From an optimization exercise on the open Yosys and OpenROAD flow, aimed at small area, a short achievable clock period and few clock cycles; shortcuts taken in it are not production practice.
Only simulation tests tie the RTL to the original design; equivalence was not proved.

==> 04-17: inputs <==
==> flow/design.v (excerpt) <==
module nb_tx_top #(parameter TBS = 16 , parameter G = 132, parameter Qm = 2, parameter rv_indx = 0)
    (
        output logic                  e_k,
        output logic                  RM_Valid,
        input logic                   i_data_crc,
        input logic                   i_clk_crc,
                                      i_rst_crc
    );
clock: 7.0 ns
lec_check: 0
abc_area: 1
cap_margin: 20
core_margin: 2
core_utilization: 30
cts_buf_list: sky130_fd_sc_hd__clkbuf_8
place_density: 0.5
setup_slack_margin: 4.5
slew_margin: 20
run.sh (not shown) runs the stock make flow with config.mk's settings and CLKGATE_MAP_FILE= SYNTH_SCRIPT=/design/flow/synth_recipe.tcl, a recipe that flattens the netlist after the stock synthesis.
==> 07-13: changes against 04-17 <==
==> flow/flow/run.sh (new file) <==
#!/bin/bash
set -euo pipefail
rm -rf myscripts
cp -r "$FLOW_HOME/scripts" myscripts
cp flow/abc_area.script myscripts/abc_area.script
bash standard.sh SCRIPTS_DIR="$PWD/myscripts" finish > make_finish.log 2>&1
==> flow/flow/abc_area.script (new file) <==
strash
&get -n
&fraig -x
&dc2
&put
dch -f
map -a
strash
dch -f
map -a
strash
dch -f
map -a
topo
==> flow/standard.sh (new file) <==
#!/bin/bash
# synth_recipe.tcl (not shown) runs the flow's synth.tcl, then flattens the netlist and writes it again
# the make line also repeats each setting of config.mk as NAME=value (left out here)
make -C /OpenROAD-flow-scripts/flow DESIGN_CONFIG=/design/flow/config.mk WORK_HOME=/design/flow/orfs CLKGATE_MAP_FILE= SYNTH_SCRIPT=/design/flow/synth_recipe.tcl "${@:-finish}"
- CELL_PAD_IN_SITES_DETAIL_PLACEMENT: unset -> 0
- CELL_PAD_IN_SITES_GLOBAL_PLACEMENT: unset -> 0
- CTS_BUF_LIST: sky130_fd_sc_hd__clkbuf_8 -> sky130_fd_sc_hd__clkbuf_16
removed: flow/run.sh
==> 11-20: changes against 04-17 <==
==> flow/flow/run.sh (new file) <==
#!/bin/bash
set -euo pipefail
rm -rf myscripts
cp -r "$FLOW_HOME/scripts" myscripts
cp flow/abc_area.script myscripts/abc_area.script
bash standard.sh SCRIPTS_DIR="$PWD/myscripts" finish > make_finish.log 2>&1
==> flow/flow/abc_area.script (new file) <==
strash
&get -n
&deepsyn -T 60 -I 8
&put
dch -f
map -a
strash
dch -f
map -a
topo
==> flow/standard.sh (new file) <==
#!/bin/bash
# synth_recipe.tcl (not shown) runs the flow's synth.tcl, then flattens the netlist and writes it again
# the make line also repeats each setting of config.mk as NAME=value (left out here)
make -C /OpenROAD-flow-scripts/flow DESIGN_CONFIG=/design/flow/config.mk WORK_HOME=/design/flow/orfs CLKGATE_MAP_FILE= SYNTH_SCRIPT=/design/flow/synth_recipe.tcl "${@:-finish}"
- CTS_BUF_LIST: sky130_fd_sc_hd__clkbuf_8 -> sky130_fd_sc_hd__clkbuf_16
removed: flow/run.sh
==> comparison table <==
metric	11-20	07-13	04-17
Status	timing/DRC/antenna clean	timing/DRC/antenna clean	timing/DRC/antenna clean
Syn Std Cell Area	2880 sq um	2920 sq um	3520 sq um
Terminating pin of the worst hold path	d[12]$_DFF_P_	d[10]$_DFF_P_	d[4]$_DFF_P_
Drt pass-1 iters	6	9	5
Proportion of netlist area held by the largest area contributor	0.230	0.226	0.192
Inverters	48	53	66
Wire length on met2	6010 microns	6220 microns	6760 microns
Final Worst Setup Slack	4.52 ns	4.53 ns	4.55 ns
Met3 usage	0.0821	0.0685	0.0664
Most frequent standard cell in the layout excluding fill and tap cells	sky130_fd_sc_hd__nor2_1	sky130_fd_sc_hd__nand2_1	sky130_fd_sc_hd__nand2_1
Metal3 WL	1770 microns	1620 microns	1470 microns
Instance count after placement with tap cells included	547	562	688
Register-to-register setup slack	4.52 ns	4.53 ns	4.55 ns
Number of resized instances in the post-cts repair step	41	31	3
Worst slew margin relative to its limit	0.501	0.476	0.475
Share of cell area taken by multi-input logic gates	0.510	0.519	0.567
Testbench counts of 04-17, summed over its fixed seeds: cycles 13,920.
Testbench counts of 07-13, summed over its fixed seeds: cycles 13,920.
Testbench counts of 11-20, summed over its fixed seeds: cycles 13,920.

what the ideal ports hide:
No port has a modelled driver above. Below, the same layouts with a new extraction and two added sets of constraints.
Step 1 assumes that a clkbuf_16 drives the clock port and a buf_2 every other input.
Step 2 adds t to the input delays and takes it off the output delays; t is the mean of the earliest and latest rising clock arrival at the registers after step 1. Input paths then give back, and output paths get back, about the clock's delay inside the block.
Slacks: no drivers / after step 1 / after step 2; pairs: no drivers / after step 1.
run | t, ns | setup WS [ns] | worst setup path after step 2 | latest minus earliest clock arrival (ns) | worst register clock-pin slew, ns
04-17 | 0.356 | 4.546 / 4.546 / 4.546 | register to register | 0.011 / 0.011 | 0.09 / 0.09
07-13 | 0.330 | 4.531 / 4.531 / 4.408 | input to register | 0.017 / 0.016 | 0.08 / 0.08
11-20 | 0.324 | 4.523 / 4.523 / 4.329 | input to register | 0.014 / 0.014 | 0.08 / 0.08
After both steps every run listed still meets setup and hold. For 11-20, which loses most, drivers alone change the setup slack by 0.000 ns; drivers and shift together by -0.194 ns.
